From an optimization exercise on the open Yosys and OpenROAD flow, aimed at small area; shortcuts taken in it are not production practice. The RTL was checked by simulation tests, not by an equivalence proof against the original design. Power and IR drop assume default switching activity.

Design top, start of the top module:
module top(
	clk,
	n_rst,
	bt,
	btstar,
	led
);
input clk;
input n_rst;
input [9:0] bt;
input btstar;
output led;
wire [9:0] bt_w;
wire btstar_w;
wire open_w;
bd_if u_bd_if(
    .clk(clk),
    .n_rst(n_rst),
    .bt_i(bt),
    .btstar_i(btstar),
    .led_i(open_w),
    .bt_o(bt_w),
    .btstar_o(btstar_w),
    .led_o(led)
);
doorlock_hdl u_doorlock(
    .clk(clk),
    .n_rst(n_rst),
    .bt(bt_w),
    .btstar(btstar_w),
    .opened(open_w)
);
endmodule
export LEC_CHECK = 0
export CAP_MARGIN = 20
export CORE_MARGIN = 2
export CORE_UTILIZATION = 70
export SLEW_MARGIN = 20
create_clock -name core_clock -period 10.0 [get_ports {clk}]
standard.sh (not shown) runs the stock make flow with config.mk's settings and CLKGATE_MAP_FILE= SYNTH_SCRIPT=/design/flow/synth_recipe.tcl, a recipe that flattens the netlist after the stock synthesis.
==> flow/flow/run.sh <==
#!/bin/bash
# The standard layout (standard.sh) with three changes:
# - after the standard synthesis, its combinational logic is re-mapped by
#   flow/reopt.ys (registers untouched), and the layout continues from that;
# - the port buffers are the smallest buffer (BUFFER_PORTS_ARGS);
# - clock tree synthesis inserts no dummy loads and uses small clusters
#   of small buffers (CTS_ARGS).
# Each tool's output goes to a log file in this folder.
set -euo pipefail
export BUFFER_PORTS_ARGS="-buffer_cell sky130_fd_sc_hd__buf_1"
export CTS_ARGS="-sink_clustering_enable -repair_clock_nets -dont_use_dummy_load -buf_list {sky130_fd_sc_hd__clkbuf_8} -sink_clustering_size 20 -sink_clustering_max_diameter 50"
R=$PWD/orfs/results/$FLOW_PLATFORM/top/base
LIB=$FLOW_HOME/platforms/$FLOW_PLATFORM/lib/sky130_fd_sc_hd__tt_025C_1v80.lib
YOSYS=$(command -v yosys || echo $FLOW_HOME/../tools/install/yosys/bin/yosys)
bash standard.sh $R/1_2_yosys.v > synth.log 2>&1
cp $R/1_2_yosys.v standard_1_2_yosys.v
sed -e "s#LIBFILE#$LIB#g; s#IN_NETLIST#$PWD/standard_1_2_yosys.v#; s#OUT_NETLIST#$PWD/reopt_1_2_yosys.v#" flow/reopt.ys > reopt_run.ys
"$YOSYS" -s reopt_run.ys > reopt.log 2>&1
cp reopt_1_2_yosys.v $R/1_2_yosys.v
bash standard.sh > standard.log 2>&1
==> flow/flow/reopt.ys <==
# Re-map the combinational logic of the standard synthesis netlist with a
# stronger area-oriented ABC script. Flip-flops (and tie cells) are kept as
# black boxes, so every register keeps its name and cell type.
read_liberty -ignore_miss_func LIBFILE
read_verilog IN_NETLIST
hierarchy -top top
setattr -mod -set blackbox 1 sky130_fd_sc_hd__df* sky130_fd_sc_hd__sdf* sky130_fd_sc_hd__edf* sky130_fd_sc_hd__sedf* sky130_fd_sc_hd__dl* sky130_fd_sc_hd__conb_1
flatten -noscopeinfo
opt_clean
abc -liberty LIBFILE -dont_use sky130_fd_sc_hd__probe_p_8 -dont_use sky130_fd_sc_hd__probec_p_8 -dont_use sky130_fd_sc_hd__lpflow_* -script +strash;&get,-n;&dch,-f;&nf,-a,-R,1000;&put
opt_clean -purge
hierarchy -top top
rename -enumerate
hilomap -singleton -hicell sky130_fd_sc_hd__conb_1 HI -locell sky130_fd_sc_hd__conb_1 LO
insbuf -buf sky130_fd_sc_hd__buf_4 A X
opt_clean -purge
tee -o reopt_stat.txt stat -liberty LIBFILE
write_verilog -noattr -noexpr -nohex -nodec OUT_NETLIST
Rerun with:
--- a/flow/flow/run.sh
+++ b/flow/flow/run.sh
@@ -11 +11 @@
-export CTS_ARGS="-sink_clustering_enable -repair_clock_nets -dont_use_dummy_load -buf_list {sky130_fd_sc_hd__clkbuf_8} -sink_clustering_size 20 -sink_clustering_max_diameter 50"
+export CTS_ARGS="-sink_clustering_enable -repair_clock_nets -dont_use_dummy_load -buf_list {sky130_fd_sc_hd__clkbuf_4} -sink_clustering_size 12 -sink_clustering_max_diameter 35"
Wire length is higher by 1.7%.
Final area stays flat.
Sequential share of layout area stays flat.
Cell count went up by 2.0%.
Rerun with:
--- a/flow/flow/run.sh
+++ b/flow/flow/run.sh
@@ -11 +11 @@
-export CTS_ARGS="-sink_clustering_enable -repair_clock_nets -dont_use_dummy_load -buf_list {sky130_fd_sc_hd__clkbuf_4} -sink_clustering_size 12 -sink_clustering_max_diameter 35"
+export CTS_ARGS="-sink_clustering_enable -repair_clock_nets -dont_use_dummy_load -buf_list {sky130_fd_sc_hd__clkbuf_16} -sink_clustering_size 40 -sink_clustering_max_diameter 60"
Synthesized area is unchanged.
Setup slack gains 0.12 ns.
Power rose by a few percent.
Global-route usage falls by 0.45 points.
Register-to-register slack got worse by 0.05 ns.
Via count came out lower by a few percent.
Core utilization rises by 0.79 points.
Count of clock-buffer cells in the layout drops by 16.
Wire length falls slightly.
Rerun with:
--- a/flow/flow/run.sh
+++ b/flow/flow/run.sh
@@ -11 +11 @@
-export CTS_ARGS="-sink_clustering_enable -repair_clock_nets -dont_use_dummy_load -buf_list {sky130_fd_sc_hd__clkbuf_16} -sink_clustering_size 40 -sink_clustering_max_diameter 60"
+export CTS_ARGS="-sink_clustering_enable -repair_clock_nets -dont_use_dummy_load -buf_list {sky130_fd_sc_hd__clkbuf_4} -sink_clustering_size 10 -sink_clustering_max_diameter 40"
- CORE_UTILIZATION: 70 -> 85
Result: Now the flow ended with an error in detailed placement (3_5_place_dp) with DPL-0033. Area after synthesis does not change. Synthesized cell count does not change.

==> separate check: timing with driven ports <==
Ports are ideal in the flow. The routed layouts listed here were re-timed in OpenROAD.
Step 1, drivers: a clkbuf_16 drives clk and a buf_2 each remaining input, both assumed.
Step 2 times the ports against the registers' clock, not the clock port: input delays grow and output delays shrink by t, the midpoint of the rising clock arrivals with the driver on.
Slacks: no drivers / after step 1 / after step 2; pairs: no drivers / after step 1.
run	t, ns	setup slack, ns	worst setup path after step 2	worst data-port slew with drivers (ns)	pins driven straight from the clock port
the first run	0.496	6.267 / 6.236 / 6.705	input, reset recovery	0.04	1
the second run	0.609	6.174 / 6.142 / 6.708	input, reset recovery	0.04	1
the third run	0.473	6.292 / 6.253 / 6.715	input, reset recovery	0.04	1
After both steps setup and hold are still met in every run listed. Setup slack includes reset recovery checks.
